This is an optimization exercise on Yosys and OpenROAD, whose aim is small area, not a production implementation.
In this exercise RTL edits were held to simulation tests only and were not proved equivalent to the original.

lane 1:
==> flow/design.v <==
module aFinalP(
    output [7:0] dr, dg,
    output [7:0] db,
    output [3:0] comm,
    input clk,
    input rst,  
    input [3:0] btn,
    output [7:0] seg,
    output [7:0] score_out
);
    reg [9:0] e;
    reg [5:0] flag;
    reg [7:0] score;
    reg [3:0] pressed;
    reg [3:0] deb;  
    wire pre = (flag == 6'd0) && !e[9];
    wire [2:0] row = e[6:4];
    wire [5:0] s = flag + row;
    reg [3:0] seq;
    always @(*) begin
        case (s)
        6'd7: seq = 4'd1;
        6'd9: seq = 4'd2;
        6'd11: seq = 4'd4;
        6'd13: seq = 4'd8;
        6'd17: seq = 4'd4;
        6'd19: seq = 4'd1;
        6'd21: seq = 4'd2;
        6'd23: seq = 4'd8;
        6'd25: seq = 4'd4;
        6'd27: seq = 4'd4;
        6'd28: seq = 4'd8;
        6'd29: seq = 4'd2;
        6'd30: seq = 4'd1;
        6'd32: seq = 4'd2;
        6'd33: seq = 4'd4;
        6'd34: seq = 4'd1;
        6'd35: seq = 4'd8;
        6'd38: seq = 4'd1;
        6'd39: seq = 4'd2;
        6'd41: seq = 4'd4;
        6'd42: seq = 4'd8;
        6'd44: seq = 4'd2;
        6'd46: seq = 4'd1;
        6'd47: seq = 4'd8;
        default: seq = 4'd0;
        endcase
    end
    wire lane1 = seq[1] | (flag == 6'd24 && row == 3'd7) |
                 (s == 6'd51 && flag < 6'd47) | (s == 6'd52 && flag >= 6'd47);
    wire [3:0] lit = {seq[3:2], lane1, seq[0]} & {4{~pre}};
    wire fin = &flag[5:3];  
    wire f1 = row[1] ^ row[2], f0 = row[0] ^ row[2];
    wire e_edge = ~f1;        
    wire e_ring = f1 | ~f0;   
    wire e_b3 = f1 | f0;
    wire [7:0] end_r = {e_edge, e_ring, f0 ^ (f1 & flag[1]), f0 ^ (f1 & ~flag[1]),
                        e_b3, f0, e_ring, e_edge};
    wire [7:0] end_g = {e_edge, e_ring, f1 ? ~(f0 & flag[0]) : f0, f1 ? (f0 | ~flag[0]) : f0,
                        e_b3, f1 ? (f0 | ~flag[0]) : f0, e_ring, e_edge};
    wire [7:0] chart_dr = ~{lit[0], lit[0], lit[1], lit[1], lit[2], lit[2], lit[3], lit[3]};
    assign dr = chart_dr & ((fin && flag[0]) ? end_r : 8'hFF);
    assign dg = (fin && flag[1]) ? end_g : 8'hFF;
    assign comm = {1'b1, row & {3{~pre}}};
    assign db = 8'hFF;
    assign score_out = score;
    wire ge5 = score >= 8'd5, ge15 = score >= 8'd15, ge21 = score >= 8'd21, ge26 = score >= 8'd26;
    wire gA = ge15 & ~ge21;
    wire [6:0] segments = {~ge5 | ge26, ge26, ge21, gA | ge26, ~ge5 | ge26, ~gA,
                           (ge5 & ~ge15) | ge26};
    assign seg = {1'b0, segments};
    reg [3:0] act;
    always @(*) begin
        act[0] = (flag == 6'd8 || flag == 6'd20 || flag == 6'd30 || flag == 6'd15 ||
                  flag == 6'd35 || flag == 6'd39 || flag == 6'd47);
        act[1] = (flag == 6'd10 || flag == 6'd22 || flag == 6'd28 || flag == 6'd33 ||
                  flag == 6'd40 || flag == 6'd45 || flag == 6'd53);
        act[2] = (flag == 6'd12 || flag == 6'd18 || flag == 6'd26 || flag == 6'd28 ||
                  flag == 6'd34 || flag == 6'd42);
        act[3] = (flag == 6'd14 || flag == 6'd24 || flag == 6'd29 || flag == 6'd36 ||
                  flag == 6'd43 || flag == 6'd48);
    end
    always @(posedge clk) begin
        if (e[6:1] == 6'd46) deb <= btn & (deb | {4{~e[0]}});
    end
    wire [16:0] k = {1'b0, flag, e} + 17'd1;
    always @(posedge clk) begin
        if (rst) begin
            e <= 10'd504;
            flag <= 6'd0;
            score <= 8'd0;
            pressed <= 4'd0;
        end else begin
            e <= k[9:0];
            if (flag == 6'd53) begin
                if (&e) begin
                    if (!ge26) flag <= {4'b1110, ge15, ~gA};
                end
            end else if (!fin)
                flag <= k[15:10];
            if (e[6:0] == 7'd111) begin
                if (|(deb & ~pressed & act)) score <= score + 8'd1;
                pressed <= deb & (pressed | act);
            end
        end
    end
endmodule
export LEC_CHECK = 0
export CAP_MARGIN = 20
export CORE_MARGIN = 2
export CORE_UTILIZATION = 40
export CTS_BUF_LIST = sky130_fd_sc_hd__clkbuf_4
export SLEW_MARGIN = 20
create_clock -name core_clock -period 8.0 [get_ports {clk}]
standard.sh (not shown) runs the stock make flow with config.mk's settings and CLKGATE_MAP_FILE= SYNTH_SCRIPT=/design/flow/synth_recipe.tcl, a recipe that flattens the netlist after the stock synthesis.
==> flow/flow/run.sh <==
#!/bin/bash
# The standard ORFS layout (standard.sh), with these changes:
# - ABC maps the logic with flow/multi_abc.tcl (best of several &deepsyn
#   seeds, area-only mapping, no buffering or upsizing) instead of
#   abc_area/abc_speed;
# - no half/full adder cells from ADDER_MAP_FILE: adders are left to ABC;
# - the port buffers are the smallest buffer cell, buf_1;
# - the constant outputs share the synthesis's tie cell instead of one tie
#   cell per output;
# - clock tree synthesis adds no dummy load cells (-dont_use_dummy_load).
# Every tool's output is in standard.log and ORFS's own logs under orfs/logs.
set -euo pipefail
here=$(pwd)
mkdir -p "$here/abc_runs"
export MULTI_ABC_DIR="$here/abc_runs" MULTI_ABC_N=8
cat > "$here/mysynth.tcl" <<EOT
source $here/flow/multi_abc.tcl
source $here/synth_recipe.tcl
EOT
bash standard.sh SYNTH_SCRIPT="$here/mysynth.tcl" \
  "BUFFER_PORTS_ARGS=-buffer_cell sky130_fd_sc_hd__buf_1" ADDER_MAP_FILE= \
  SKIP_REPAIR_TIE_FANOUT=1 \
  "CTS_ARGS=-sink_clustering_enable -repair_clock_nets -buf_list sky130_fd_sc_hd__clkbuf_4 -dont_use_dummy_load" finish > "$here/standard.log" 2>&1
==> flow/flow/multi_abc.tcl <==
# Sourced by flow/run.sh's synthesis script before synth_recipe.tcl. It wraps
# yosys's abc command: the technology mapping is run with several ABC scripts
# (AIG optimisation by &deepsyn with different seeds, then area-only mapping,
# no buffering or upsizing) and the smallest result is kept.
yosys -import
rename abc my_orig_abc
proc abc {args} {
  set i [lsearch -exact $args -script]
  if {$i < 0} { return [my_orig_abc {*}$args] }
  set li [lsearch -exact $args -liberty]
  set lib [lindex $args [expr {$li + 1}]]
  set dir $::env(MULTI_ABC_DIR)
  design -save multiabc_pre
  set best -1
  set bestarea 1e18
  for {set s 0} {$s < $::env(MULTI_ABC_N)} {incr s} {
    design -load multiabc_pre
    set f [open $dir/abc_$s.script w]
    puts $f "strash\n&get -n\n&deepsyn -I 2 -J 20 -S [expr {2 * $s}]\n&put\ndch -f\namap\ntopo"
    close $f
    lset args [expr {$i + 1}] $dir/abc_$s.script
    my_orig_abc {*}$args
    tee -q -o $dir/abc_$s.stat stat -liberty $lib
    set fh [open $dir/abc_$s.stat r]
    set txt [read $fh]
    close $fh
    regexp {Chip area for module[^:]*:\s*([0-9.]+)} $txt -> area
    puts "MULTIABC seed $s area $area"
    if {$area < $bestarea} {
      set bestarea $area
      set best $s
      design -save multiabc_best
    }
  }
  design -load multiabc_best
  puts "MULTIABC best seed $best area $bestarea"
}
Modified inputs, lane 2 compared to lane 1
--- a/flow/design.v
+++ b/flow/design.v
@@ -65,8 +65,12 @@
     assign db = 8'hFF;
     assign score_out = score;
-    wire ge5 = score >= 8'd5, ge15 = score >= 8'd15, ge21 = score >= 8'd21, ge26 = score >= 8'd26;
-    wire gA = ge15 & ~ge21;
-    wire [6:0] segments = {~ge5 | ge26, ge26, ge21, gA | ge26, ~ge5 | ge26, ~gA,
-                           (ge5 & ~ge15) | ge26};
+    reg [6:0] segments;
+    always @(*) begin
+        if (score <= 8'd4) segments = 7'b1000110;        
+        else if (score <= 8'd14) segments = 7'b0000011;  
+        else if (score <= 8'd20) segments = 7'b0001000;  
+        else if (score <= 8'd25) segments = 7'b0010010;  
+        else segments = 7'b1111111;
+    end
     assign seg = {1'b0, segments};
     reg [3:0] act;
@@ -82,5 +86,6 @@
     end
     always @(posedge clk) begin
-        if (e[6:1] == 6'd46) deb <= btn & (deb | {4{~e[0]}});
+        if (e[6:0] == 7'd92) deb <= btn;
+        if (e[6:0] == 7'd93) deb <= deb & btn;
     end
     wire [16:0] k = {1'b0, flag, e} + 17'd1;
@@ -95,5 +100,7 @@
             if (flag == 6'd53) begin
                 if (&e) begin
-                    if (!ge26) flag <= {4'b1110, ge15, ~gA};
+                    if (score >= 8'd21 && score <= 8'd25) flag <= 6'd59;
+                    else if (score >= 8'd15 && score <= 8'd20) flag <= 6'd58;
+                    else if (score <= 8'd14) flag <= 6'd57;
                 end
             end else if (!fin)
==> notes.md <==
- Lane 2 ended with every stage complete and zero timing, DRC or antenna violations.
- Relative slew slack came out higher on lane 2 than on lane 1.
- Taking lane 1 as the reference, in lane 2 chip width roughly the same, global-route usage lower.
- Looking at total vias in the final route, lane 2 sits 31 lower than lane 1 does.
- | share of the core filled with cells in the final layout | lower: lane 1 |
- Across both runs, number of fill cells in the layout was lower for lane 2 than for lane 1.
- In the tables for lane 2 and lane 1, sequential share of cell area reads higher with lane 1.
- Relative to lane 1, clock period minus final worst setup slack decreased by 0.13 ns in lane 2.
- The run showing the greater layout-stage area growth over the synthesis result is lane 2.
- In the tables for lane 2 and lane 1, number of nets at the end of the flow reads lower with lane 1.

separate check: timing with driven ports:
The results above use ideal ports. As a check the final layouts listed here were re-extracted and re-timed, cells and wires unchanged.
Step 1 (the two cells are an assumption about what drives the block):
set clk [get_ports {clk}]
set_driving_cell -lib_cell sky130_fd_sc_hd__clkbuf_16 $clk
set_driving_cell -lib_cell sky130_fd_sc_hd__buf_2 [delete_from_list [all_inputs] $clk]
Step 2 times the ports against the registers' clock, not the clock port: input delays grow and output delays shrink by t, the midpoint of the rising clock arrivals with the driver on.
Slacks: ideal ports / drivers / drivers and shift; pairs: ideal ports / drivers.
run | shift t [ns] | setup WS [ns] | worst setup path at the end | worst register clock-pin slew, ns
lane 1 | 0.347 | 2.441 / 2.419 / 2.765 | register to output | 0.10 / 0.10
lane 2 | 0.346 | 2.570 / 2.547 / 2.893 | register to output | 0.10 / 0.10
After both steps every run listed still meets setup and hold.
